What follows belongs to an exercise in optimizing a design on an open flow for small area; a production flow would make more cautious choices. Function was checked by simulation only, so behaviour that the tests miss may differ from the original. The clock port is modelled as an ideal driver; clocking choices that lean on that would not hold on a real chip. Power figures rest on the tool's default switching activity, not on a simulated workload.

==> run a <==
==> flow/design.v <==
`timescale 1ns / 1ps
module guessing_game(
    input btnC, btnL, btnR, btnU, btnD, clk,
    input [15:0] sw,
    output [15:0] led,
    output [6:0] seg,
    output [3:0] an,
    output dp
    );
    wire rst = btnC;
    wire [3:0] bin = {btnU, btnR, btnD, btnL};
    reg  [3:0] o, w;
    reg  [4:0] s [0:3];
    reg  [3:0] z;
    reg  [4:0] c, nx;
    integer i;
    always @* for (i = 0; i < 4; i = i + 1) z[i] = w[i] & (s[i] == 5'd17);
    always @(posedge clk, posedge rst)
        if (rst) o <= 4'b0;
        else     o <= o ^ z;
    always @(posedge clk)
        if (rst) w <= 4'b0;
        else     w <= (bin ^ o) & ~z;
    always @(posedge clk)
        for (i = 0; i < 4; i = i + 1) begin
            c  = s[i] ^ 5'd11;
            nx = {c[3:0], c[4] ^ c[2] ^ (c[3:0] == 4'd0)} ^ 5'd11;
            s[i] <= w[i] ? nx : 5'd30;
        end
    wire [3:0] B = o;
    reg [8:0] t;
    wire [8:0] tn = t + 9'd1;
    always @(posedge clk, posedge rst)
        if (rst) t[4:3] <= 2'd0;
        else     t[4:3] <= tn[4:3];
    always @(posedge clk)
        if (rst) begin t[8:5] <= 4'd0; t[2:0] <= 3'd0; end
        else     begin t[8:5] <= tn[8:5]; t[2:0] <= tn[2:0]; end
    wire en = (&t[6:0]) & (sw[0] | (&t[8:7]));
    reg [1:0] k;
    reg x, p, tw;
    reg [3:0] cw, cl;
    wire [3:0] y = 4'b0001 << k;
    wire bz = (B == 4'b0);
    wire match = (B == y);
    always @(posedge clk, posedge rst)
        if (rst) begin
            k <= 2'd0; x <= 1'b0; p <= 1'b0; tw <= 1'b0;
        end else if (en) begin
            x  <= ~bz;
            p  <= x & ~p;
            if (~x) tw <= match;
            if (bz) k <= x ? 2'd0 : k + 2'd1;
        end
    always @(posedge clk, posedge rst)
        if (rst) begin
            cw <= 4'd0; cl <= 4'd0;
        end else if (en) begin
            if (p) begin
                if (tw) cw <= cw + 4'd1;
                else    cl <= cl + 4'd1;
            end else if (cw == 4'd9) begin
                cw <= 4'd10; cl <= 4'd10;
            end else if (cl == 4'd9) begin
                cw <= 4'd15; cl <= 4'd15;
            end
        end
    wire [1:0] sd = t[4:3];
    reg [3:0] dig;
    always @* case (sd)
        2'd0: dig = cl;
        2'd1: dig = (cw == 4'hA) ? 4'hA : 4'hF;
        2'd2: dig = cw;
        2'd3: dig = (cl == 4'hF) ? 4'hF : 4'hA;
    endcase
    reg [6:0] sg;
    always @* case (dig)
        4'h0: sg = 7'b1000000;
        4'h1: sg = 7'b1111001;
        4'h2: sg = 7'b0100100;
        4'h3: sg = 7'b0110000;
        4'h4: sg = 7'b0011001;
        4'h5: sg = 7'b0010010;
        4'h6: sg = 7'b0000010;
        4'h7: sg = 7'b1111000;
        4'h8: sg = 7'b0000000;
        4'h9: sg = 7'b0010000;
        4'hA: sg = 7'b0001000;
        4'hB: sg = 7'b0000011;
        4'hC: sg = 7'b1000110;
        4'hD: sg = 7'b0100001;
        4'hE: sg = 7'b0000110;
        4'hF: sg = 7'b0001110;
    endcase
    assign seg = sg;
    assign an  = ~(4'b0001 << sd);
    assign dp  = 1'b1;
    assign led = {cl, cw, B, y};
endmodule
==> flow/flow/run.sh <==
#!/bin/bash
# Own layout flow: the standard ORFS flow with three changes that only
# affect cell area:
#  - synthesis maps logic with an area-oriented ABC script (flow/area.abc)
#    and leaves half adders to ABC instead of fixed ha cells; the registers
#    are mapped exactly as in the standard synthesis;
#  - port buffers use sky130_fd_sc_hd__buf_1;
#  - the clock port drives three buf_6, each driving a third of the
#    registers (flow/pre_cts.tcl), instead of a CTS tree.
set -euo pipefail
W=$PWD
export MY_ABC_SCRIPT=$W/flow/area.abc
cat > $W/my_synth.tcl <<EOT
proc abc {args} {
  set i [lsearch -exact \$args -script]
  if {\$i >= 0} { lset args [expr {\$i + 1}] \$::env(MY_ABC_SCRIPT) }
  yosys abc {*}\$args
}
proc extract_fa {args} {}
source $W/synth_recipe.tcl
EOT
sed "s|SYNTH_SCRIPT=[^ ]*|SYNTH_SCRIPT=$W/my_synth.tcl|" $W/standard.sh > $W/my_standard.sh
export BUFFER_PORTS_ARGS="-buffer_cell sky130_fd_sc_hd__buf_1"
export CLK_LEAF_BUF=sky130_fd_sc_hd__buf_6
export CLK_GROUPS=3
export PRE_CTS_TCL=$W/flow/pre_cts.tcl
bash $W/my_standard.sh > $W/flow_make.log 2>&1
==> flow/flow/area.abc <==
strash
&get -n
&deepsyn -T 30 -S 1
&put
dch -f
amap
strash
dch -f
amap
topo
==> flow/flow/pre_cts.tcl <==
# Clock distribution without a root buffer: the clock port drives
# CLK_GROUPS leaf buffers (CLK_LEAF_BUF) directly, each placed at the centre
# of its group of registers (groups are equal slices of the registers sorted
# by x). CTS is then told to leave these nets alone.
set dbu [[[ord::get_db] getTech] getDbUnitsPerMicron]
set sinks {}
foreach p [get_pins -of_objects [get_nets clk]] {
  set it [[sta::sta_to_db_pin $p] getInst]
  if {$it == "NULL"} continue
  set bb [$it getBBox]
  set x [expr {([$bb xMin] + [$bb xMax]) / 2.0 / $dbu}]
  set y [expr {([$bb yMin] + [$bb yMax]) / 2.0 / $dbu}]
  lappend sinks [list $x $y [get_full_name $p]]
}
set sinks [lsort -real -index 0 $sinks]
set n [llength $sinks]
set g $::env(CLK_GROUPS)
set skip [list clk]
for {set k 0} {$k < $g} {incr k} {
  set lo [expr {$k * $n / $g}]
  set hi [expr {($k + 1) * $n / $g - 1}]
  set pins {}; set sx 0; set sy 0
  foreach s [lrange $sinks $lo $hi] {
    lappend pins [get_pins [lindex $s 2]]
    set sx [expr {$sx + [lindex $s 0]}]; set sy [expr {$sy + [lindex $s 1]}]
  }
  set m [llength $pins]
  set cx [expr {$sx / $m}]; set cy [expr {$sy / $m}]
  set before [dict create]
  foreach i [get_cells *] { dict set before [get_full_name $i] 1 }
  insert_buffer -buffer_cell $::env(CLK_LEAF_BUF) -net clk -load_pins $pins -location [list $cx $cy]
  foreach i [get_cells *] {
    if {![dict exists $before [get_full_name $i]]} { set leaf $i }
  }
  set net [get_full_name [get_nets -of_objects [get_pins -of_objects $leaf -filter "direction==output"]]]
  puts "clock leaf [get_full_name $leaf] at $cx $cy drives $m registers on $net"
  lappend skip $net
}
set_cts_config -skip_nets $skip
==> flow/standard.sh <==
#!/bin/bash
# synth_recipe.tcl (not shown) runs the flow's synth.tcl, then flattens the netlist and writes it again
# the make line also repeats each setting of config.mk as NAME=value (left out here)
make -C /OpenROAD-flow-scripts/flow DESIGN_CONFIG=/design/flow/config.mk WORK_HOME=/design/flow/orfs CLKGATE_MAP_FILE= SYNTH_SCRIPT=/design/flow/synth_recipe.tcl "${@:-finish}"
==> flow/config.mk <==
export PLATFORM = sky130hd
export DESIGN_NAME = guessing_game
export DESIGN_NICKNAME = guessing_game
export VERILOG_FILES = /design/flow/design.v
export SDC_FILE = /design/flow/constraint.sdc
export NUM_CORES = 4
export LEC_CHECK = 0
export CAP_MARGIN = 20
export CORE_MARGIN = 2
export CORE_UTILIZATION = 40
export SLEW_MARGIN = 20
==> flow/constraint.sdc <==
create_clock -name core_clock -period 10.0 [get_ports {clk}]
set_input_delay 2.0000 -clock core_clock [delete_from_list [all_inputs] [get_ports {clk}]]
set_output_delay 2.0000 -clock core_clock [all_outputs]
set_load 0.01 [all_outputs]
==> run b (differences from run a) <==
--- a/flow/design.v
+++ b/flow/design.v
@@ -15,26 +15,24 @@
     reg  [4:0] c, nx;
     integer i;
-    always @* for (i = 0; i < 4; i = i + 1) z[i] = w[i] & (s[i] == 5'd17);
+    always @* for (i = 0; i < 4; i = i + 1) z[i] = w[i] & (s[i] == 5'd9);
     always @(posedge clk, posedge rst)
-        if (rst) o <= 4'b0;
-        else     o <= o ^ z;
-    always @(posedge clk)
-        if (rst) w <= 4'b0;
-        else     w <= (bin ^ o) & ~z;
+        if (rst) begin
+            o <= 4'b0;
+            w <= 4'b0;
+        end else begin
+            o <= o ^ z;
+            w <= (bin ^ o) & ~z;
+        end
     always @(posedge clk)
         for (i = 0; i < 4; i = i + 1) begin
-            c  = s[i] ^ 5'd11;
-            nx = {c[3:0], c[4] ^ c[2] ^ (c[3:0] == 4'd0)} ^ 5'd11;
-            s[i] <= w[i] ? nx : 5'd30;
+            c  = s[i] ^ 5'd13;
+            nx = {c[3:0], c[4] ^ c[2] ^ (c[3:0] == 4'd0)} ^ 5'd13;
+            s[i] <= w[i] ? nx : 5'd4;
         end
     wire [3:0] B = o;
     reg [8:0] t;
-    wire [8:0] tn = t + 9'd1;
     always @(posedge clk, posedge rst)
-        if (rst) t[4:3] <= 2'd0;
-        else     t[4:3] <= tn[4:3];
-    always @(posedge clk)
-        if (rst) begin t[8:5] <= 4'd0; t[2:0] <= 3'd0; end
-        else     begin t[8:5] <= tn[8:5]; t[2:0] <= tn[2:0]; end
+        if (rst) t <= 9'd0;
+        else     t <= t + 9'd1;
     wire en = (&t[6:0]) & (sw[0] | (&t[8:7]));
     reg [1:0] k;
--- a/flow/flow/run.sh
+++ b/flow/flow/run.sh
@@ -6,5 +6,5 @@
 #    are mapped exactly as in the standard synthesis;
 #  - port buffers use sky130_fd_sc_hd__buf_1;
-#  - the clock port drives three buf_6, each driving a third of the
+#  - the clock port drives three clkbuf_8, each driving a third of the
 #    registers (flow/pre_cts.tcl), instead of a CTS tree.
 set -euo pipefail
@@ -22,5 +22,5 @@
 sed "s|SYNTH_SCRIPT=[^ ]*|SYNTH_SCRIPT=$W/my_synth.tcl|" $W/standard.sh > $W/my_standard.sh
 export BUFFER_PORTS_ARGS="-buffer_cell sky130_fd_sc_hd__buf_1"
-export CLK_LEAF_BUF=sky130_fd_sc_hd__buf_6
+export CLK_LEAF_BUF=sky130_fd_sc_hd__clkbuf_8
 export CLK_GROUPS=3
 export PRE_CTS_TCL=$W/flow/pre_cts.tcl
==> flow/flow/area.abc (replaced) <==
strash
&get -n
&deepsyn -T 30
&put
dch -f
amap
strash
dch -f
amap
topo
==> impl_metrics.csv <==
group,metric,value,unit
timing,worstMarginPinSlew,707.6,ps
yosys,synth_top_area_share,36.06,%
timing,fin_worst_skew,5.953,ps
global_routing,grt_max_degree,31,
final_layout,area.sequential,0.001151,mm^2
yosys,synth-compound-area-share,15.69,%
power,peakVddDrop,0.1371,mV
status,status,"no timing/DRC/antenna violations",
floorplanning,die_h,76.15,um
timing,slew_headroom,52.33,%
placed_design,dpl_cell_area,0.002287,mm^2
final_layout,final_cell_mix,"nor2_1 (63), clkinv_1 (35), buf_1 (33)",
power,comb_power_share,18.6,%
hold_path,hold_end,"s[2][2]$_SDFF_PN1_",
timing,period_share,47.36,%
final_layout,drive_gt1_share,1.444,%
power,p_clk_share,16.4,%
timing,fin_crit,4736,ps
hold_path,hold_start,"s[2][1]$_SDFF_PN0_",
floorplanning,tap_cells,70,
power,p_comb,85.5,uW
setup_path,critical_path.cell_chain,"clkinv_1 > nor2_1 > a31oi_1 > o21ai_0 > clkinv_1 > a22oi_1 > nor2_1 > nor2_1 > a21oi_1 > a21oi_1 > nor2_1 > buf_1",
# the run above: run b

==> impl_metrics.csv <==
group,metric,value,unit
final_layout,final_cell_mix,"nor2_1 (44), buf_1 (33), dfxtp_1 (31)",
setup_path,critical_path.cell_chain,"clkinv_1 > o22ai_1 > clkinv_1 > nor2_1 > o21ai_0 > o21ai_0 > nor2_1 > o41ai_1 > or2_0 > buf_1",
hold_path,hold_end,"s[0][4]$_SDFF_PN1_",
floorplanning,die_h,75.14,um
timing,period_share,42.79,%
timing,slew_headroom,51.90,%
yosys,synth-compound-area-share,16.44,%
yosys,synth_top_area_share,30.66,%
status,status,"no timing/DRC/antenna violations",
power,p_clk_share,21.0,%
placed_design,dpl_cell_area,0.002225,mm^2
hold_path,hold_start,"s[0][3]$_SDFF_PN1_",
timing,fin_worst_skew,7.698,ps
power,comb_power_share,15.4,%
global_routing,grt_max_degree,21,
final_layout,area.sequential,0.001096,mm^2
timing,fin_crit,4279,ps
# the run above: run a

[separate check: timing with driven ports]
How much do the figures lean on ideal ports? The routed layouts below were timed once more, with nothing changed but the port constraints. Step 1 (the two cells are an assumption about what drives the block):
set clk [get_ports {clk}]
set_driving_cell -lib_cell sky130_fd_sc_hd__clkbuf_16 $clk
set_driving_cell -lib_cell sky130_fd_sc_hd__buf_2 [delete_from_list [all_inputs] $clk]
Step 2 adds t to the input delays and takes it off the output delays; t is the mean of the earliest and latest rising clock arrival at the registers after step 1. Input paths then give back, and output paths get back, about the clock's delay inside the block. Three values: no drivers, after step 1, after step 2; two values: the first two.
| run | shift t [ns] | setup slack, ns | worst slew at a driven data input, ns |
|---|---|---|---|
| run a | 0.175 | 5.721 / 5.676 / 5.851 | 0.03 |
| run b | 0.200 | 5.264 / 5.217 / 5.417 | 0.04 |
After both steps every run listed still meets setup and hold.
